Background: an optimization exercise with open tools, aiming at small area, a short achievable clock period and few clock cycles per item. Do not read the settings as production practice. Function was checked by simulation only, so behaviour that the tests miss may differ from the original.

== JK ==
## PID
module PID(
    input clk,rst_n,
    input adc_complete,
    input [INPUT_BIT_WIDTH-1:0] sample,
    input wire signed[PARAMETER_BIT_WIDTH-1:0] target,
    input wire signed[PARAMETER_BIT_WIDTH-1:0] kp,
    input wire signed[PARAMETER_BIT_WIDTH-1:0] ki,
    input wire signed[PARAMETER_BIT_WIDTH-1:0] maximum_out,
    input wire signed[PARAMETER_BIT_WIDTH-1:0] minimum_out,
    input wire signed[PARAMETER_BIT_WIDTH-1:0] maximum_add,
    input wire signed[PARAMETER_BIT_WIDTH-1:0] minimum_add,
    output reg signed[PARAMETER_BIT_WIDTH-1:0] pi_out,
    output reg pi_valid
);
==> flow/config.mk <==
export PLATFORM = sky130hd
export DESIGN_NAME = PID
export DESIGN_NICKNAME = PID
export VERILOG_FILES = /design/flow/design.v
export SDC_FILE = /design/flow/constraint.sdc
export NUM_CORES = 4
export LEC_CHECK = 0
export ABC_AREA = 1
export CAP_MARGIN = 20
export CORE_MARGIN = 2
export CORE_UTILIZATION = 60
export SETUP_SLACK_MARGIN = 3.5
export SLEW_MARGIN = 20
export BUFFER_PORTS_ARGS = -buffer_cell sky130_fd_sc_hd__buf_2
==> flow/constraint.sdc <==
create_clock -name core_clock -period 10.0 [get_ports {clk}]
set_input_delay 2.0000 -clock core_clock [delete_from_list [all_inputs] [get_ports {clk}]]
set_output_delay 2.0000 -clock core_clock [all_outputs]
set_load 0.01 [all_outputs]
standard.sh (not shown) runs the stock make flow with config.mk's settings and CLKGATE_MAP_FILE= SYNTH_SCRIPT=/design/flow/synth_recipe.tcl, a recipe that flattens the netlist after the stock synthesis.
==> flow/flow/run.sh <==
#!/bin/bash
set -euo pipefail
echo 'export BUFFER_PORTS_ARGS = -buffer_cell sky130_fd_sc_hd__buf_2' >> config.mk
bash standard.sh finish > standard_flow.log 2>&1
Testbench counts of JK, summed over its fixed seeds: cycles 4,800, items 1,600.
### JK -> MS
-- flow/flow/run.sh --
<<< JK, line 4
>>> MS, line 4
echo 'export SYNTH_ARGS = -noabc' >> config.mk
-- flow/config.mk --
<<< JK, line 12
export SETUP_SLACK_MARGIN = 3.5
>>> MS, line 12
export CTS_BUF_LIST = sky130_fd_sc_hd__clkbuf_4 sky130_fd_sc_hd__clkbuf_8
export SETUP_SLACK_MARGIN = 4.25
<<< JK, line 15
>>> MS, line 16
export SYNTH_ARGS = -noabc
Results
Comparing wire length after detailed routing for MS and JK, the bigger number came from JK.
Via count for MS: 750 down relative to JK
met1 global-route usage ends up lower on MS.
Longest individual stage delay on the worst path on MS is up relative to JK.
Compared with JK, in MS count of antenna-violating nets left after detailed routing closely matched the old numbers, max-capacitance violation count held, non-clock buffer count dropped 23.
MS went all the way through synthesis, placement and routing and the layout is clean on timing, DRC and antenna.
Summary of MS over JK: first-iteration DRC count fell by 200, share of synthesized cell area in full adder, half adder and majority cells went up.

* * *

Setup of garnet:
Another version of the RTL of PID (not shown whole).
For scale: roughly 3,200 cells after synthesis, roughly 190 flip-flops, about 220 I/O pins.
clock: 10.0 ns
lec_check: 0
cap_margin: 20
core_margin: 2
core_utilization: 40
setup_slack_margin: 3
slew_margin: 20
run.sh (not shown) runs the stock make flow with config.mk's settings and CLKGATE_MAP_FILE= SYNTH_SCRIPT=/design/flow/synth_recipe.tcl, a recipe that flattens the netlist after the stock synthesis.
Stock flow here: none of the scripts above is used.
Both conditions hold for garnet: the flow ran to the end and the final layout passed the timing, DRC and antenna checks.
Testbench counts of garnet, summed over its fixed seeds: cycles 4,800, items 1,600.
Setup changes, garnet to onyx
# garnet
export LEC_CHECK = 0
export CAP_MARGIN = 20
export CORE_MARGIN = 2
export CORE_UTILIZATION = 40
export SETUP_SLACK_MARGIN = 3
export SLEW_MARGIN = 20
create_clock -name core_clock -period 10.0 [get_ports {clk}]
# onyx
export LEC_CHECK = 0
export CAP_MARGIN = 20
export CORE_MARGIN = 2
export CORE_UTILIZATION = 40
export SLEW_MARGIN = 20
create_clock -name core_clock -period 10.0 [get_ports {clk}]
Notes after the runs:
Number of nets in the synthesized netlist: onyx vs garnet identical. On wire length of the first global-routing pass, onyx and garnet are neck and neck. Relative to garnet, the peak clock frequency supported by timing measured on onyx has decreased by a little under 10%. Between garnet and onyx, the final area figures differ only marginally. On per-cell via count in the routed design, onyx and garnet are neck and neck. Summary: with garnet as the reference, non-clock buffer total of the final layout in onyx moved down slightly. Delta(setup slack, onyx - garnet) < 0. onyx against garnet: number of gates on the worst path with buffers counted -1, area after synthesis held steady.
## Diff of input files: tundra against onyx
# onyx
export LEC_CHECK = 0
export CAP_MARGIN = 20
export CORE_MARGIN = 2
export CORE_UTILIZATION = 40
export SLEW_MARGIN = 20
create_clock -name core_clock -period 10.0 [get_ports {clk}]
# tundra
export LEC_CHECK = 0
export CAP_MARGIN = 20
export CORE_MARGIN = 2
export CORE_UTILIZATION = 40
export SETUP_SLACK_MARGIN = 2
export SLEW_MARGIN = 20
create_clock -name core_clock -period 10.0 [get_ports {clk}]
Notes after the runs:
Number of instances in the placed design of tundra is on par with onyx. Comparing onyx against tundra, there is no change at all in synthesized-area fraction occupied by adder cells. Global placer's final weighted congestion: tundra vs onyx — no meaningful difference. In terms of core utilization, onyx and tundra differ only marginally. tundra -> onyx: half-perimeter wire length after detailed placement delta 0, exact match. onyx -> tundra: met1 demand-to-capacity share in global routing delta 0, exact match. Diff onyx..tundra | via count of the first global-routing pass | unchanged. Between tundra and onyx, the global-route usage over all layers does not differ in any meaningful way.

* * *

RTL: one of the versions met above, not the one the previous note started from.
Size in the first run: ~3000 cells after synthesis, about 190 flip-flops, about 220 I/O pins, ~0.024 mm^2 of cells after synthesis.
export LEC_CHECK = 0
export ABC_AREA = 1
export CAP_MARGIN = 20
export CORE_MARGIN = 2
export CORE_UTILIZATION = 60
export SETUP_SLACK_MARGIN = 4
export SLEW_MARGIN = 20
export BUFFER_PORTS_ARGS = -buffer_cell sky130_fd_sc_hd__buf_1
export SYNTH_ARGS = -noabc
create_clock -name core_clock -period 10.0 [get_ports {clk}]
standard.sh (not shown) runs the stock make flow with config.mk's settings and CLKGATE_MAP_FILE= SYNTH_SCRIPT=/design/flow/synth_recipe.tcl, a recipe that flattens the netlist after the stock synthesis.
==> flow/flow/run.sh <==
#!/bin/bash
set -euo pipefail
echo 'export BUFFER_PORTS_ARGS = -buffer_cell sky130_fd_sc_hd__buf_1' >> config.mk
echo 'export SYNTH_ARGS = -noabc' >> config.mk
bash standard.sh finish > standard_flow.log 2>&1
The baseline went through all stages and came out clean.
Testbench counts at the start, summed over its fixed seeds: cycles 4,800, items 1,600.
Next try:
==> flow/run.sh (new file) <==
#!/bin/bash
# synth_recipe.tcl (not shown) runs the flow's synth.tcl, then flattens the netlist and writes it again
# the make line also repeats each setting of config.mk as NAME=value (left out here)
make -C /OpenROAD-flow-scripts/flow DESIGN_CONFIG=/design/flow/config.mk WORK_HOME=/design/flow/orfs CLKGATE_MAP_FILE= SYNTH_SCRIPT=/design/flow/synth_recipe.tcl finish
Settings changed: BUFFER_PORTS_ARGS -buffer_cell sky130_fd_sc_hd__buf_1 to unset, CORE_UTILIZATION 60 to 40, SYNTH_ARGS -noabc to unset.
removed: flow/flow/run.sh
removed: flow/standard.sh
What happened:
- The changed run finished clean
- clock skew is about the same
- hold slack is about the same
- die area grows by 53%
- utilization shrinks by 18 points
Next try:
Settings changed: ABC_AREA 1 to unset.
The new run finished with timing, DRC and antenna clean.
Maximum frequency goes down by a few percent.
Wire length rose by about a fifth.
Hold slack gets better by 0.0050 ns.
Via count grows by roughly a tenth.
Worst setup slack degrades by 0.29 ns.
Die area went up by a little under a tenth.
Sequential cell count is unchanged.
Next try:
==> flow/flow/run.sh (new file) <==
#!/bin/bash
set -euo pipefail
echo 'export BUFFER_PORTS_ARGS = -buffer_cell sky130_fd_sc_hd__buf_2' >> config.mk
bash standard.sh finish > standard_flow.log 2>&1
==> flow/standard.sh (new file) <==
#!/bin/bash
# synth_recipe.tcl (not shown) runs the flow's synth.tcl, then flattens the netlist and writes it again
# the make line also repeats each setting of config.mk as NAME=value (left out here)
make -C /OpenROAD-flow-scripts/flow DESIGN_CONFIG=/design/flow/config.mk WORK_HOME=/design/flow/orfs CLKGATE_MAP_FILE= SYNTH_SCRIPT=/design/flow/synth_recipe.tcl "${@:-finish}"
Settings changed: ABC_AREA set to 1, BUFFER_PORTS_ARGS set to -buffer_cell sky130_fd_sc_hd__buf_2, CORE_UTILIZATION 40 to 60, SETUP_SLACK_MARGIN 4 to 4.5.
removed: flow/run.sh
After rerunning:
- The new run finished clean
- final area went down by 15%
- via count went down by 6.7%
- register-to-register slack improves by 0.63 ns
- global-route usage went up by 10 points
- first-iteration DRC count went down by 15%
- worst setup slack improves by 0.63 ns
- synthesized area went down by 8.4%
- flip-flop and latch count does not change
- clock skew stays flat
Next try:
==> flow/run.sh (new file) <==
#!/bin/bash
# synth_recipe.tcl (not shown) runs the flow's synth.tcl, then flattens the netlist and writes it again
# the make line also repeats each setting of config.mk as NAME=value (left out here)
make -C /OpenROAD-flow-scripts/flow DESIGN_CONFIG=/design/flow/config.mk WORK_HOME=/design/flow/orfs CLKGATE_MAP_FILE= SYNTH_SCRIPT=/design/flow/synth_recipe.tcl finish
Settings changed: BUFFER_PORTS_ARGS -buffer_cell sky130_fd_sc_hd__buf_2 to unset, CORE_UTILIZATION 60 to 40, SETUP_SLACK_MARGIN 4.5 to 5.
removed: flow/flow/run.sh
removed: flow/standard.sh
After rerunning: Via count came out higher by 1.1%. Sequential cell count stays the same. Die area increases by 49%. Setup slack is better by 0.10 ns.

port drivers added, routing unchanged:
In the flow no input, the clock included, has a driving cell. The finished layouts below were timed again as built, in two steps. Step 1 sets driving cells, clkbuf_16 on the clock port and buf_2 on the other inputs (assumed; they add their load-dependent delay and slew). Step 2 moves the port delays by t, midway between the first and last clock arrival at a register: inputs arrive t later, outputs are due t later. That takes back most of the time a late clock gives input paths. a / b / c = no drivers / after step 1 / after step 2; a / b = the first two.
| run | t (ns) | slack for setup (ns) | latest minus earliest clock arrival (ns) | worst slew at a driven data input, ns | cell pins on the clock port's net |
|---|---|---|---|---|---|
| JK | 0.561 | 3.894 / 3.932 / 3.371 | 0.012 / 0.012 | 0.06 | 1 |
| MS | 0.639 | 4.502 / 4.529 / 3.891 | 0.018 / 0.019 | 0.04 | 1 |
| garnet | 0.554 | 3.211 / 3.240 / 2.686 | 0.022 / 0.021 | 0.05 | 1 |
| onyx | 0.554 | 2.561 / 2.590 / 2.036 | 0.022 / 0.023 | 0.05 | 1 |
| tundra | 0.554 | 2.561 / 2.590 / 2.036 | 0.022 / 0.023 | 0.05 | 1 |
| the first run of note 3 | 0.562 | 4.291 / 4.291 / 3.779 | 0.014 / 0.014 | 0.05 | 1 |
| the second run of note 3 | 0.567 | 4.155 / 4.194 / 3.627 | 0.016 / 0.016 | 0.06 | 1 |
| the third run of note 3 | 0.570 | 3.868 / 3.906 / 3.337 | 0.015 / 0.015 | 0.05 | 1 |
| the fourth run of note 3 | 0.550 | 4.498 / 4.536 / 3.986 | 0.014 / 0.014 | 0.06 | 1 |
| the fifth run of note 3 | 0.565 | 4.598 / 4.635 / 4.070 | 0.021 / 0.020 | 0.07 | 1 |
After both steps every run listed still meets setup and hold. For MS, which loses most, drivers alone change the setup slack by +0.027 ns; drivers and shift together by -0.611 ns.
